Background: an optimization exercise with open tools, aiming at small area and a short achievable clock period. Do not read the settings as production practice.
No functional check of the RTL was part of any run shown here.
Power figures rest on the tool's default switching activity, not on a simulated workload.

==> flow/design.v (outline; a module is shown in full before it is edited, if it fits) <==
// module FIR_Filter_16tap: 1364 lines
module FIR_Filter_16tap #(parameter N = 16)(
    input clk, reset, enable,
    input [N-1:0] data_in,
    output [31:0] data_out
);
  // ...
==> flow/flow/run.sh <==
#!/bin/bash
# Layout flow: the standard flow, plus
#  - after synthesis, flow/fixpol.py removes the inverters Yosys leaves
#    between full adders (a full adder is self-dual, so each fa cell can work
#    on complemented signals); the logic function is unchanged;
#  - timing repair aims at a tighter setup margin than the 16 ns clock needs,
#    and ports are buffered with buf_2 cells.
set -euo pipefail
MARGIN=${MARGIN:-11}
R=orfs/results/sky130hd/FIR_Filter_16tap/base
bash standard.sh synth > make_synth.log 2>&1
python3 flow/fixpol.py $R/1_2_yosys.v > fixpol.log 2>&1
touch $R/1_2_yosys.v
bash standard.sh finish SETUP_SLACK_MARGIN=$MARGIN "BUFFER_PORTS_ARGS=-buffer_cell sky130_fd_sc_hd__buf_2" > make_finish.log 2>&1
==> flow/flow/fixpol.py <==
#!/usr/bin/env python3
"""Remove inverters around full adders in a mapped sky130hd netlist.

A full adder is self-dual: FA(~a,~b,~c) = (~cout, ~sum).  Yosys' extract_fa
often leaves inverters between adders; this picks, for every fa cell, whether
it works on true or complemented signals so that as few inverters as
possible remain.  The logic function of the netlist is unchanged.
usage: fixpol.py netlist.v  (rewritten in place)
"""
import re, sys, os, collections, random

path = sys.argv[1]
text = open(path).read()
m = re.search(r'^module\s.*?^endmodule', text, re.S | re.M)
body = m.group(0)

cell_re = re.compile(r'^\s*(sky130_fd_sc_hd__\w+)\s+(\S+)\s*\((.*?)\);\s*$', re.S | re.M)
pin_re = re.compile(r'\.(\w+)\(\s*(.*?)\s*\)\s*(?:,|$)', re.S)
OUTPINS = {'X', 'Y', 'Q', 'Q_N', 'SUM', 'COUT', 'HI', 'LO'}

cells = []
for cm in cell_re.finditer(body):
    typ, name, pins = cm.group(1), cm.group(2), cm.group(3)
    pl = [(p, n.strip()) for p, n in pin_re.findall(pins.strip())]
    cells.append([typ, name, pl, cm.start(), cm.end()])

assigns = [(a.start(), a.end(), a.group(1).strip(), a.group(2).strip())
           for a in re.finditer(r'^\s*assign\s+(.*?)\s*=\s*(.*?)\s*;\s*$', body, re.M)]
ports = set()
for pm in re.finditer(r'^\s*(?:input|output|inout)\s+(?:\[[^\]]*\]\s*)?(.*?);', body, re.M):
    for n in pm.group(1).split(','):
        ports.add(n.strip())
def is_port(net):
    base = net.split('[')[0].strip()
    return base in ports or net in ports

inv_of = {}                      # inverter output net -> input net
inv_cells = set()
for i, c in enumerate(cells):
    if re.match(r'sky130_fd_sc_hd__inv_\d+$', c[0]):
        d = dict(c[2])
        if is_port(d['Y']):
            continue             # keep: drives a port
        inv_of[d['Y']] = d['A']
        inv_cells.add(i)

def resolve(n):
    pol = 0
    while n in inv_of:
        n = inv_of[n]; pol ^= 1
    return n, pol

driver_fa = {}                   # root net -> fa cell index
fas = [i for i, c in enumerate(cells) if re.match(r'sky130_fd_sc_hd__fa_\d+$', c[0])]
for i in fas:
    for p, n in cells[i][2]:
        if p in ('SUM', 'COUT'):
            driver_fa[n] = i

# consumers: (cell index or None, pin index or assign idx, root, pol, is_fa)
cons = []
for i, c in enumerate(cells):
    if i in inv_cells: continue
    isfa = i in driver_fa.values() or c[0].startswith('sky130_fd_sc_hd__fa_')
    for k, (p, n) in enumerate(c[2]):
        if p in OUTPINS: continue
        if not n or n.startswith("1'") or n.startswith("'"): continue
        r, pol = resolve(n)
        cons.append(('c', i, k, r, pol, isfa))
for k, (s, e, lhs, rhs) in enumerate(assigns):
    if rhs.startswith("1'") or rhs.startswith('{'): continue
    r, pol = resolve(rhs)
    cons.append(('a', k, None, r, pol, False))

flip = collections.defaultdict(int)
by_root = collections.defaultdict(list)
by_cell = collections.defaultdict(list)
for ci, cn in enumerate(cons):
    by_root[cn[3]].append(ci)
    if cn[0] == 'c' and cn[5]: by_cell[cn[1]].append(ci)

def parity(ci):
    kind, i, k, r, pol, isfa = cons[ci]
    p = pol ^ (flip[driver_fa[r]] if r in driver_fa else 0)
    if isfa: p ^= flip[i]
    return p
def root_cost(r):
    return 1 if any(parity(ci) for ci in by_root[r]) else 0
def fa_roots(i):
    rs = set(cons[ci][3] for ci in by_cell[i])
    for p, n in cells[i][2]:
        if p in ('SUM', 'COUT'): rs.add(n)
    return rs
def total():
    return sum(root_cost(r) for r in by_root)

before = total()
rng = random.Random(1)
roots_of = {i: fa_roots(i) for i in fas}
def delta(i):
    rs = roots_of[i]
    c0 = sum(root_cost(r) for r in rs)
    flip[i] ^= 1
    c1 = sum(root_cost(r) for r in rs)
    flip[i] ^= 1
    return c1 - c0
def greedy():
    improved = True
    while improved:
        improved = False
        for i in fas:
            if delta(i) < 0:
                flip[i] ^= 1; improved = True
greedy()
cur = total(); best = cur; bestflip = dict(flip)
if fas:
    T = 2.0
    steps = int(os.environ.get("FIXPOL_STEPS", "1000")) * len(fas)
    for step in range(steps):
        T = 2.0 * (1 - step / steps) + 0.05
        i = rng.choice(fas)
        d = delta(i)
        if d <= 0 or rng.random() < pow(2.718, -d / T):
            flip[i] ^= 1; cur += d
            if cur < best:
                best = cur; bestflip = dict(flip)
    flip.clear(); flip.update(bestflip)
    greedy()
after = total()

# rewrite
invnet = {}
newcells = []
def comp(r):
    if r not in invnet:
        invnet[r] = '_fixpol_%d_' % len(invnet)
    return invnet[r]
pinrep = {}
for ci, cn in enumerate(cons):
    kind, i, k, r, pol, isfa = cn
    net = comp(r) if parity(ci) else r
    pinrep[(kind, i, k)] = net

out = []
pos = 0
edits = []
for i, c in enumerate(cells):
    if i in inv_cells:
        edits.append((c[3], c[4], ''))
        continue
    pl = []
    for k, (p, n) in enumerate(c[2]):
        pl.append((p, pinrep.get(('c', i, k), n)))
    s = '  %s %s (\n%s\n  );' % (c[0], c[1], ',\n'.join('    .%s(%s)' % (p, n if not n.startswith('\\') else n + ' ') for p, n in pl))
    edits.append((c[3], c[4], s))
for k, (s, e, lhs, rhs) in enumerate(assigns):
    if ('a', k, None) in pinrep:
        n = pinrep[('a', k, None)]
        edits.append((s, e, '  assign %s = %s;' % (lhs, n if not n.startswith('\\') else n + ' ')))
edits.sort()
nb = []
for s, e, rep in edits:
    nb.append(body[pos:s]); nb.append(rep); pos = e
nb.append(body[pos:])
nb = ''.join(nb)
decl = ''.join('  wire %s;\n' % w for w in invnet.values())
invs = ''.join('  sky130_fd_sc_hd__inv_1 _fixpol_inv_%d_ (\n    .A(%s),\n    .Y(%s)\n  );\n' % (j, r if not r.startswith('\\') else r + ' ', w) for j, (r, w) in enumerate(invnet.items()))
nb = nb.replace('endmodule', decl + invs + 'endmodule')
# declarations must come before use for some readers: insert after the port list
hdr_end = nb.index(');') + 2
nb = nb[:hdr_end] + '\n' + decl + nb[hdr_end:].replace(decl + invs + 'endmodule', invs + 'endmodule')
open(path, 'w').write(text[:m.start()] + nb + text[m.end():])
print('fixpol: fa %d, inverters %d -> %d' % (len(fas), len(inv_cells), len(invnet)), file=sys.stderr)
==> flow/standard.sh <==
#!/bin/bash
# synth_recipe.tcl (not shown) runs the flow's synth.tcl, then flattens the netlist and writes it again
# the make line also repeats each setting of config.mk as NAME=value (left out here)
make -C /OpenROAD-flow-scripts/flow DESIGN_CONFIG=/design/flow/config.mk WORK_HOME=/design/flow/orfs CLKGATE_MAP_FILE= SYNTH_SCRIPT=/design/flow/synth_recipe.tcl "${@:-finish}"
==> flow/config.mk <==
export PLATFORM = sky130hd
export DESIGN_NAME = FIR_Filter_16tap
export DESIGN_NICKNAME = FIR_Filter_16tap
export VERILOG_FILES = /design/flow/design.v
export SDC_FILE = /design/flow/constraint.sdc
export NUM_CORES = 4
export LEC_CHECK = 0
export CAP_MARGIN = 20
export CORE_MARGIN = 2
export CORE_UTILIZATION = 60
export CTS_BUF_LIST = sky130_fd_sc_hd__clkbuf_4
export SLEW_MARGIN = 20
==> flow/constraint.sdc <==
create_clock -name core_clock -period 16.0 [get_ports {clk}]
set_input_delay 3.2000 -clock core_clock [delete_from_list [all_inputs] [get_ports {clk}]]
set_output_delay 3.2000 -clock core_clock [all_outputs]
set_load 0.01 [all_outputs]
==> notes.md, run 1 <==
* Chip Height at 165 um
* Share of layout cells above drive strength 1 at 23.6%
* Layout fillers at 2027
* Worst setup path startpoint: y1[4]
* P_seq at 0.848 mW
* Hold depth at 1
* Status: finished clean
* Clk. pwr at 0.663 mW
* Final GP Congestion at 0.839
* Final hold slack at 0.336 ns
* M3 GR Usage at 4.27%
* Buf+Inv Stages, Crit Path at 1
* GR Util met1 at 28.3%
* Core Region at 25800 um2
* Multi-input gates at 855
* Normalized max-slew margin at 34.1%
* DR iter-0 viols at 317
* Top power consumer group: combinational cells
* Hold path endpoint: x5[1]
* Sequential share of cell area at 34.1%
* Met2 Use GR at 45.3%
* Internal Pwr Total at 2.37 mW
* Post_cts resized at 63
* VDD IR max at 0.196 mV
* PD cells at 217 nW/um2
* Tot Pwr at 3.92 mW
* R2R Path End: C[14]
* Top Registers: C: 25 flops, y1: 25 flops
* Worst Path Max Fanout at 3
==> inputs of run 2 (changes only) <==
--- a/flow/config.mk
+++ b/flow/config.mk
@@ -9,3 +9,3 @@
 export CORE_MARGIN = 2
-export CORE_UTILIZATION = 60
+export CORE_UTILIZATION = 70
 export CTS_BUF_LIST = sky130_fd_sc_hd__clkbuf_4
==> run 2 against run 1 <==
  * Still clean on timing, DRC and antenna
  * Area after synthesis did not move
  * Final area fell by 0.64%
  * Global-route usage rose by 3.4 points
==> notes.md, run 2 <==
* CTS H-tree lvls at 3 (unchanged)
* Drt wl/cell at 17.3 um (was 16.5 um)
* Normalized max-slew margin at 30.1% (was 34.1%)
* Dpl cell area at 16300 um2 (about the same)
* CTS buffer count at 79 (was 81)
* Mean Syn Cell Area at 11.7 um2 (unchanged)
* Chip Height at 153 um (was 165 um)
* Final min period at 5.36 ns (was 5.44 ns)
* RSZ-0062 raised after global routing: yes (unchanged)
* Clock root buffer: clkbuf_4 (unchanged)
* Die footprint at 23500 um2 (was 27300 um2)
* Synth warn at 1 (unchanged)
* Max-slew violation count at 0 (unchanged)
* Fin area at 18000 um2 (was 18100 um2)
* Post-Route Setup TNS at 0 ns (unchanged)
* Hold Crit Class: reg2reg (unchanged)
* Top Registers: C: 25 flops, y1: 25 flops (unchanged)
* I/O pin count at 51 (unchanged)
* Internal Pwr Total at 2.33 mW (was 2.37 mW)
* Pin count of the biggest net entering global routing at 97 (was 90)
* Logic pwr share at 61.4% (was 61.5%)
* Worst-Skew Late Latency at 0.69 ns (was 0.70 ns)
* Vias in the first global route at 10700 (was 10300)
* Reg power frac at 21.9% (was 21.6%)
* Max frequency at 186 MHz (was 184 MHz)
* Hold bufs inserted after CTS at 0 (unchanged)
* Mapped Area at 15600 um2 (unchanged)
* Final WL at 30900 um (was 30600 um)
* DR iter-0 viols at 318 (was 317)
* Clk pin slew, worst setup/hold paths at 0.07 ns (about the same)
* Most common cell after layout, fill and taps aside: dfxtp_1 (unchanged)
* Sw Pwr at 1.55 mW (about the same)
* CTS tree: yes (unchanged)
* Max-cap violations at 0 (unchanged)
* Post-DP HPWL at 22800 um (was 23200 um)
* Post-Syn Instances at 1338 (unchanged)
* Clock Sinks at 306 (unchanged)
* Clk pwr share at 16.7% (was 16.9%)
* Final hold slack at 0.347 ns (was 0.336 ns)
* Global-route usage over all layers at 27.9% (was 24.4%)
* Setup Crit Path Kind: reg2reg (unchanged)
* R2R cell count at 17 (unchanged)
* Via count at 9491 (was 9301)
* Switching Share at 40.0% (was 39.4%)
* Initial Util at 71.3% (was 60.4%)
* Layout fillers at 1324 (was 2027)
* PD cells at 216 nW/um2 (was 217 nW/um2)
* Final GP Congestion at 0.878 (was 0.839)
* First-pass GRT wire length at 51100 um (was 50500 um)
* Startpoint types: flip-flop (unchanged)
* VDD IR max at 0.214 mV (was 0.196 mV)
* Post-route DRC at 0 (unchanged)
* Worst-margin pin slew at 1.05 ns (was 0.988 ns)
* CP endpoint kind: flip-flop (unchanged)
* CP Data Required Time at 16.53 ns (was 16.51 ns)
* Routed Antenna Nets at 0 (unchanged)
* Router iterations before antenna repair at 6 (was 4)
* Critical path arrival at 5.90 ns (was 5.95 ns)
* Area Overhead vs Synth at 15.2% (was 16.0%)
* Crit path largest cell delay at 0.57 ns (was 0.60 ns)
* CP Cell Sequence: fa_1 -> fa_2 -> inv_2 -> fa_2 -> fa_2 -> fa_2 -> fa_2 -> ha_4 -> o21a_1 -> o22a_2 -> and3_4 -> a221oi_4 -> and2b_2 -> o21a_1 -> nor2_1 -> xor2_1 -> nor2_1 (was fa_1 -> inv_1 -> fa_2 -> fa_2 -> fa_2 -> fa_2 -> fa_2 -> ha_4 -> o21a_1 -> o22a_2 -> and3_4 -> a221oi_4 -> and2b_2 -> o21a_1 -> nor2_2 -> xor2_1 -> nor2_1)
* Final Skew at 0.0480 ns (was 0.0555 ns)
* Final period util at 33.5% (was 34.0%)
* Port buffer count at 43 (unchanged)
* Worst Path Max Fanout at 3 (unchanged)
* Nets at 1803 (was 1816)
* Core Region at 21900 um2 (was 25800 um2)
* Hold depth at 1 (unchanged)
* Leakage at 7.58 nW (was 7.69 nW)
* Status: finished clean (unchanged)
* Final-report hold violation count at 0 (unchanged)
* Most Frequent Cell on Critical Path: fa_2 (unchanged)
* CTS max path bufs at 3 (unchanged)
* Final setup violation count at 0 (unchanged)
* Avg Vias per Cell at 5.32 (was 5.01)
* Row count at 54 (was 59)
* Grt total ovfl at 0 (unchanged)
* Die W at 153 um (was 165 um)
* Slowest-stage cell, CP: fa_2 (unchanged)
* Commonest cells after routing, fill and taps aside: dfxtp_1 (284), fa_1 (222), nor2_1 (172) (was dfxtp_1 (284), fa_1 (223), nor2_1 (172))
* Initial antenna violation count at 1 (unchanged)
* Share of layout cells above drive strength 1 at 22.7% (was 23.6%)
-- run 2: worst max-delay path, delay by kind of cell (launching register included) --
family          cells  cell delay, ns
compound gates      4            0.92
xor+xnor            1            0.16
fa+ha+maj           7            3.10
buf+inv             1            0.07
flops               1            0.34
simple gates        4            0.62
-- run 2: layout make-up --
| class | instances | area (um2) | share of cell area, % |
|---|---|---|---|
| multi-input cells | 855 | 9480 | 52.7 |
| flip-flops and latches | 306 | 6170 | 34.3 |
| clock buffers | 106 | 796 | 4.42 |
| inverters | 141 | 529 | 2.94 |
| repair buffers | 73 | 503 | 2.80 |
| well taps | 280 | 350 | 1.95 |
| clock inverters | 22 | 158 | 0.876 |
| diodes | 1 | 2.50 | 0.0139 |
-- run 2: repair_timing --
item,4_1_cts,5_1_grt
endpoints found under the setup margin,21,26
pin swaps,51,49
gates resized for setup,77,55
setup buffers,19,8
-- run 2: power groups by stage --
stage	combinational (mW)	sequential [mW]	clock [mW]
after CTS	2.21	0.851	0.668
after detailed placement	1.97	0.866	0
after global placement	1.92	0.867	0
after global routing	2.64	0.854	0.703
after floorplan	1.59	0.855	0
final	2.38	0.849	0.649
-- run 2: path summary, 6_finish.rpt --
kind                              from  endpoint  slack [ns]
worst max-delay path             x5[5]     C[14]       10.64
worst min-delay path            xn4[5]     x5[5]        0.35
worst max register to register   x5[5]     C[14]       10.64
worst min register to register  xn4[5]     x5[5]        0.35
-- run 2: routing by layer --
| layer | part of all wire, % | track usage (%) | vias up |
|---|---|---|---|
| met5 | 0 | 0 | - |
| met4 | 3.8 | 11.8 | 0 |
| met3 | 2.8 | 4.62 | 92 |
| met2 | 55 | 50.6 | 207 |
| met1 | 38 | 33.0 | 4791 |
| li1 | - | - | 4401 |
-- run 2: stage by stage --
stage	setup slack, ns	utilization [%]	power [mW]	instances
after floorplan	10.45	-	2.45	1344
after global placement	10.03	74.3	2.79	1628
after detailed placement	9.95	74.3	2.84	1628
after CTS	10.62	80.7	3.73	1775
after global routing	10.45	82.2	4.20	1784
final	10.64	82.2	3.88	1784

## afterwards: timing with drivers on the ports
How much do the figures lean on ideal ports? The routed layouts below were timed once more, with nothing changed but the port constraints.
Step 1: set_driving_cell puts a clkbuf_16 on clk and a buf_2 on each other input, an assumption about the parent block.
Step 2 times the ports against the registers' clock, not the clock port: input delays grow and output delays shrink by t, the midpoint of the rising clock arrivals with the driver on.
a / b / c = ideal ports / drivers / drivers and shift; a / b = the first two.
run | t, ns | slack for setup (ns) | worst setup path after step 2 | clock arrival spread, ns | worst data-port slew with drivers (ns)
run 1 | 0.719 | 10.560 / 10.560 / 10.013 | input to register | 0.055 / 0.056 | 0.06
run 2 | 0.709 | 10.636 / 10.636 / 10.096 | input to register | 0.051 / 0.051 | 0.05
After both steps every run listed still meets setup and hold. For run 1, which loses most, drivers alone change the setup slack by 0.000 ns; drivers and shift together by -0.547 ns.
